From an optimization exercise on the open Yosys and OpenROAD flow, aimed at small area, a short achievable clock period and few clock cycles per item; shortcuts taken in it are not production practice.
Function was checked by simulation only, so behaviour that the tests miss may differ from the original.

==> flow/design.v <==
module MyDesign
(
	input  wire        go,
	output reg         busy,
	input  wire        reset,
	input  wire        clk,
	output reg  [15:0] write_data,
	output wire [11:0] write_address,
	output reg         write_enable,
	output wire [11:0] read_input_address,
	input  wire [15:0] read_input_data,
	output wire [11:0] read_weight_address,
	input  wire [15:0] read_weight_data
);
	localparam S_IDLE = 2'd0, S_RUN = 2'd1, S_FLUSH = 2'd2, S_TAIL = 2'd3;
	reg [1:0]  st;
	reg        bub;         
	reg [4:0]  pd;          
	reg [3:0]  gd;          
	reg        f0;          
	reg        wfl;         
	reg [4:0]  K;           
	reg [4:0]  Kn;          
	reg        endn;        
	reg [9:0]  XB;          
	reg [9:0]  IA;
	reg [11:0] WA;
	reg [6:0]  dW;          
	reg [5:0]  ckh;         
	reg [6:0]  cL;          
	reg [6:0]  cS;          
	reg [11:0] OC;
	assign read_input_address  = {2'b00, IA};
	assign read_weight_address = WA;
	assign write_address       = OC;
	wire       sg    = K[0];                  
	wire [3:0] h     = K[4:1];                
	wire [3:0] hn    = Kn[4:1];
	wire [4:0] KP    = K + {4'd0, sg};        
	wire [4:0] Pm1   = {KP[3:0] - 4'd1, 1'b1};
	reg        lastp;       
	reg        lastg;       
	wire       lastl = lastp & lastg;
	wire       dummy = sg & (pd[4:1] == 4'd0);
	wire       run   = (st == S_RUN);
	wire       bub_n = run & ~bub & lastl & ~endn;
	wire       rel   = bub | lastp;           
	wire [4:0] pd_n  = rel ? Pm1 : pd - 5'd1;
	wire       l0_n  = ~rel & (pd == 5'd1);   
	wire       l1_n  = ~rel & (pd == 5'd2);
	wire       lg_n  = bub ? (K == 5'd1) : (lastp ? (gd == 4'd1) : lastg);
	wire [1:0] pq_n  = 2'd0 - pd_n[1:0];         
	reg [6:0] dW_n;
	always @(*) begin
		if (bub_n)
			dW_n = -{3'd0, hn};
		else if (l0_n & lg_n)
			dW_n = cL;
		else if (sg) begin
			case (pq_n)
				2'd1:    dW_n = bub ? {2'd0, K} + {3'd0, h} : {1'b0, ckh};
				2'd3:    dW_n = l1_n ? {2'd0, K} : -{3'd0, h};
				default: dW_n = -{3'd0, h};
			endcase
		end else begin
			if (pq_n != 2'd0) dW_n = {3'd0, h};
			else if (l0_n)    dW_n = 7'd1;
			else              dW_n = 7'd1 - {1'b0, ckh};
		end
	end
	reg  t_f, t_z;
	always @(*) begin
		t_f = 1'b0; t_z = 1'b1;
		if (run && !bub) begin
			t_f = f0;
			t_z = dummy;
		end else if (st == S_FLUSH)
			t_f = 1'b1;
	end
	always @(posedge clk or negedge reset) begin
		if (!reset) begin
			st <= S_IDLE; busy <= 1'b0; bub <= 1'b0;
		end else begin
			case (st)
				S_IDLE: if (go) begin
					busy <= 1'b1;
					st   <= S_RUN;
					bub  <= 1'b1;
				end
				S_RUN: begin
					bub <= bub_n;
					if (~bub & lastl & endn) st <= S_FLUSH;
				end
				S_FLUSH: st <= S_TAIL;
				default: if (pd == 5'd5) begin
					st   <= S_IDLE;
					busy <= 1'b0;
				end
			endcase
		end
	end
	wire [3:0] hp = read_input_data[6:3];
	always @(posedge clk) begin
		ckh <= K + {1'b0, h};
		cS  <= {{1'b0, K} + {1'b0, Kn}, 1'b1};
		cL  <= sg ? {3'd0, hn} - {3'd0, h} + 7'd1 : {3'd0, hn} + 7'd2;
	end
	always @(posedge clk) begin
		WA    <= WA + {{5{dW[6]}}, dW};
		dW    <= dW_n;
		pd    <= pd_n;
		lastp <= l0_n;
		lastg <= lg_n;
		f0    <= rel;
		IA    <= 10'd0;
		case (st)
			S_IDLE: begin
				K   <= read_input_data[6:2];
				XB  <= 10'd1;
				IA  <= go ? {4'b0, read_input_data[6:2], 1'b1} : 10'd0;
				WA  <= 12'd1 + {8'b0, hp};
				dW  <= -{3'd0, hp};
				wfl <= 1'b0;
				lastp <= 1'b0;
			end
			S_RUN: begin
				if (bub)        gd <= K[3:0] - 4'd1;
				else if (lastp) gd <= gd - 4'd1;
				if (lastp) wfl <= 1'b1;
				if (~rel)       IA <= IA + 10'd1;
				else if (~bub & lastl) begin
					K   <= Kn;
					XB  <= XB + {4'b0, K, 1'b1};
					IA  <= XB + {3'b0, cS};
				end else
					IA <= XB;
			end
			S_FLUSH: pd <= 5'd0;
			default: pd <= pd + 5'd1;
		endcase
	end
	reg        fA, wA, zA, capA, mA;
	reg [1:0]  pA;
	always @(posedge clk or negedge reset) begin
		if (!reset) begin
			fA <= 1'b0; wA <= 1'b0;
		end else begin
			fA <= t_f;
			wA <= t_f & (wfl | (st == S_FLUSH));    
		end
	end
	always @(posedge clk) begin
		zA <= t_z; capA <= bub; mA <= sg; pA <= ~pd[1:0];
		if (capA) begin
			Kn   <= read_input_data[6:2];
			endn <= &read_input_data[7:0];
		end
	end
	reg [15:0] X0, X1, X2, X3;
	reg [3:0]  xf, xw;
	reg [2:0]  xm;
	reg [1:0]  xp0, xp1, xp2;
	always @(posedge clk or negedge reset) begin
		if (!reset) begin
			xf <= 4'b0; xw <= 4'b0;
		end else begin
			xf <= {xf[2:0], fA};
			xw <= {xw[2:0], wA};
		end
	end
	always @(posedge clk) begin
		X0 <= zA ? 16'd0 : read_input_data;
		X1 <= X0; X2 <= X1; X3 <= X2;
		xm <= {xm[1:0], mA};
		xp0 <= pA; xp1 <= xp0; xp2 <= xp1;
	end
	reg [15:0]  S1;
	reg [15:4]  S2;
	reg [15:8]  S3;
	always @(posedge clk) begin
		S1 <= read_weight_data;
		S2 <= S1[15:4];
		S3 <= S2[15:8];
	end
	wire [3:0] c0 = read_weight_data[3:0];
	wire [3:0] c1 = S1[7:4];
	wire [3:0] c2 = S2[11:8];
	wire [3:0] c3 = S3[15:12];
	wire [15:0] acc0, acc1, acc2, acc3;
	wire [15:0] cy0, cy1, cy2, cy3;
	nn_row #(.ODD(0)) r0 (.clk(clk), .x(X0), .f(xf[0]), .m(mA), .pi(pA),
		.c0(c0), .c1(c1), .c2(c2), .c3(c3), .acc(acc0), .cy(cy0));
	nn_row #(.ODD(1)) r1 (.clk(clk), .x(X1), .f(xf[1]), .m(xm[0]), .pi(xp0),
		.c0(c0), .c1(c1), .c2(c2), .c3(c3), .acc(acc1), .cy(cy1));
	nn_row #(.ODD(0)) r2 (.clk(clk), .x(X2), .f(xf[2]), .m(xm[1]), .pi(xp1),
		.c0(c0), .c1(c1), .c2(c2), .c3(c3), .acc(acc2), .cy(cy2));
	nn_row #(.ODD(1)) r3 (.clk(clk), .x(X3), .f(xf[3]), .m(xm[2]), .pi(xp2),
		.c0(c0), .c1(c1), .c2(c2), .c3(c3), .acc(acc3), .cy(cy3));
	wire [3:0]  we = xw;
	wire [15:0] wacc = ({16{we[0]}} & acc0) | ({16{we[1]}} & acc1)
	                 | ({16{we[2]}} & acc2) | ({16{we[3]}} & acc3);
	wire [15:0] wcy  = ({16{we[0]}} & cy0) | ({16{we[1]}} & cy1)
	                 | ({16{we[2]}} & cy2) | ({16{we[3]}} & cy3);
	always @(posedge clk or negedge reset) begin
		if (!reset) write_enable <= 1'b0;
		else        write_enable <= |we;
	end
	always @(posedge clk) begin
		write_data <= wacc + wcy;
		OC <= (st == S_IDLE) ? 12'd0 : OC + {11'd0, write_enable};
	end
endmodule
module nn_row #(parameter ODD = 0)
(
	input  wire        clk,
	input  wire [15:0] x,
	input  wire        f,
	input  wire        m,
	input  wire [1:0]  pi,
	input  wire [3:0]  c0, c1, c2, c3,
	output reg  [15:0] acc,
	output wire [15:0] cy
);
	wire [1:0] j = {pi[1] ^ (m & (ODD != 0)), pi[0]};
	reg  [3:0] wsel;
	always @(*) begin
		case (j)
			2'd0: wsel = c0;
			2'd1: wsel = c1;
			2'd2: wsel = c2;
			default: wsel = c3;
		endcase
	end
	reg  [2:0] dl, dh;
	always @(posedge clk) begin
		dl <= {wsel[1], wsel[1] & ~wsel[0], wsel[0]};
		dh <= {wsel[3], wsel[3] & ~wsel[2], wsel[2]};
	end
	reg [7:1] k;                
	assign cy = {1'b0, k[7], 1'b0, k[6], 1'b0, k[5], 1'b0, k[4],
	             1'b0, k[3], 1'b0, k[2], 1'b0, k[1], 2'b00};
	wire [9:0] xl = {{2{x[7]}}, x[7:0]};
	wire [9:0] xh = {{2{x[15]}}, x[15:8]};
	wire [9:0] tl = ({10{dl[0]}} & xl) | ({10{dl[1]}} & {xl[8:0], 1'b0});
	wire [9:0] th = ({10{dh[0]}} & xh) | ({10{dh[1]}} & {xh[8:0], 1'b0});
	wire [9:0] vl = tl ^ {10{dl[2]}};
	wire [9:0] vh = th ^ {10{dh[2]}};
	wire [9:0] ul = {~vl[9], vl[8:0]};
	wire [9:0] uh = {~vh[9], vh[8:0]};
	wire [15:0] a  = f ? 16'd0 : acc;
	wire [7:1]  kk = f ? 7'd0 : k;
	wire [15:0] s, cc;
	assign s[9:0]  = a[9:0] ^ ul ^ uh;
	assign cc[0]   = dl[2];
	assign cc[10:1] = (a[9:0] & ul) | (a[9:0] & uh) | (ul & uh);
	assign s[10]   = ~(a[10] ^ cc[10]);
	assign s[15:11] = ~a[15:11];
	wire   cc11    = a[10] | cc[10];
	wire [15:0] cc2 = {a[14:11], cc11, 1'b0, cc[9:0]};
	wire [8:0]  ci = {1'b0, kk, dh[2]};
	wire [15:0] sum;
	wire [7:0]  co;
	genvar i;
	generate for (i = 0; i < 8; i = i + 1) begin : seg
		wire [2:0] t = {1'b0, s[2*i+1:2*i]} + {1'b0, cc2[2*i+1:2*i]} + {2'b0, ci[i]};
		assign sum[2*i+1:2*i] = t[1:0];
		assign co[i] = t[2];
	end endgenerate
	always @(posedge clk) begin
		acc <= sum;
		k   <= co[6:0];
	end
endmodule
==> flow/config.mk <==
export PLATFORM = sky130hd
export DESIGN_NAME = MyDesign
export DESIGN_NICKNAME = MyDesign
export VERILOG_FILES = /design/flow/design.v
export SDC_FILE = /design/flow/constraint.sdc
export NUM_CORES = 4
export LEC_CHECK = 0
export CAP_MARGIN = 20
export CORE_MARGIN = 2
export CORE_UTILIZATION = 65
export CTS_BUF_LIST = sky130_fd_sc_hd__clkbuf_16
export CTS_CLUSTER_DIAMETER = 80
export CTS_CLUSTER_SIZE = 32
export SETUP_SLACK_MARGIN = 4.0
export SLEW_MARGIN = 20
==> flow/constraint.sdc <==
create_clock -name core_clock -period 6.5 [get_ports {clk}]
set_input_delay 1.3000 -clock core_clock [delete_from_list [all_inputs] [get_ports {clk}]]
set_output_delay 1.3000 -clock core_clock [all_outputs]
set_load 0.01 [all_outputs]
standard.sh (not shown) runs the stock make flow with config.mk's settings and CLKGATE_MAP_FILE= SYNTH_SCRIPT=/design/flow/synth_recipe.tcl, a recipe that flattens the netlist after the stock synthesis.
==> flow/flow/run.sh <==
#!/bin/bash
export BUFFER_PORTS_ARGS="-buffer_cell sky130_fd_sc_hd__buf_1"
cp standard.sh standard_sh_copy.log
bash standard.sh > standard.log 2>&1
The baseline went through all stages and came out clean.
Testbench counts at the start, summed over its fixed seeds: cycles 11,427, macs 85,808.
Next try:
==> flow/run.sh (new file) <==
#!/bin/bash
# synth_recipe.tcl (not shown) runs the flow's synth.tcl, then flattens the netlist and writes it again
# the make line also repeats each setting of config.mk as NAME=value (left out here)
make -C /OpenROAD-flow-scripts/flow DESIGN_CONFIG=/design/flow/config.mk WORK_HOME=/design/flow/orfs CLKGATE_MAP_FILE= SYNTH_SCRIPT=/design/flow/synth_recipe.tcl finish
ABC_AREA = 1   (was not set)
removed: flow/flow/run.sh
removed: flow/standard.sh
Synthesized cell count rises by 28%. Area after synthesis climbs by 2.8%. Final area climbs by 6.2%. Final cell count went up by 25%. Flip-flop and latch count stays the same. Die area goes up by 2.7%.
Next try:
==> flow/flow/run.sh (new file) <==
#!/bin/bash
export BUFFER_PORTS_ARGS="-buffer_cell sky130_fd_sc_hd__buf_2"
cp standard.sh standard_sh_copy.log
bash standard.sh > standard.log 2>&1
==> flow/standard.sh (new file) <==
#!/bin/bash
# synth_recipe.tcl (not shown) runs the flow's synth.tcl, then flattens the netlist and writes it again
# the make line also repeats each setting of config.mk as NAME=value (left out here)
make -C /OpenROAD-flow-scripts/flow DESIGN_CONFIG=/design/flow/config.mk WORK_HOME=/design/flow/orfs CLKGATE_MAP_FILE= SYNTH_SCRIPT=/design/flow/synth_recipe.tcl "${@:-finish}"
ABC_AREA = not set   (was 1)
SETUP_SLACK_MARGIN = 3.95   (was 4.0)
removed: flow/run.sh
After rerunning: Sequential share of layout area goes up by 2.2 points; count of clock-buffer cells in the layout does not change; worst setup slack improves by 18 ps; cell area goes down by 5.9%; core utilization goes down by 2.1 points; global-route usage goes down by 3.1 points.

[separate check: timing with driven ports]
The results above use ideal ports. As a check the final layouts listed here were re-extracted and re-timed, cells and wires unchanged. Step 1: set_driving_cell puts a clkbuf_16 on clk and a buf_2 on each other input, an assumption about the parent block. Step 2 also shifts input and output timing later by t, the mid clock arrival at the registers, as if the neighbouring blocks saw the same clock. Slacks: no drivers / after step 1 / after step 2; pairs: no drivers / after step 1.
run | shift t [ns] | setup slack, ns | worst hold slack (ns) | worst setup path at the end
the first run | 0.564 | 4.024 / 4.013 / 3.922 | 0.337 / 0.337 / 0.337 | input to register
the second run | 0.570 | 4.012 / 3.961 / 3.587 | 0.336 / 0.336 / 0.336 | input to register
the third run | 0.568 | 4.030 / 4.029 / 4.030 | 0.340 / 0.340 / 0.340 | register to register
After both steps every run listed still meets setup and hold. The setup slack of the second run, which loses most, moves by -0.051 ns with the drivers and by -0.425 ns with both steps.
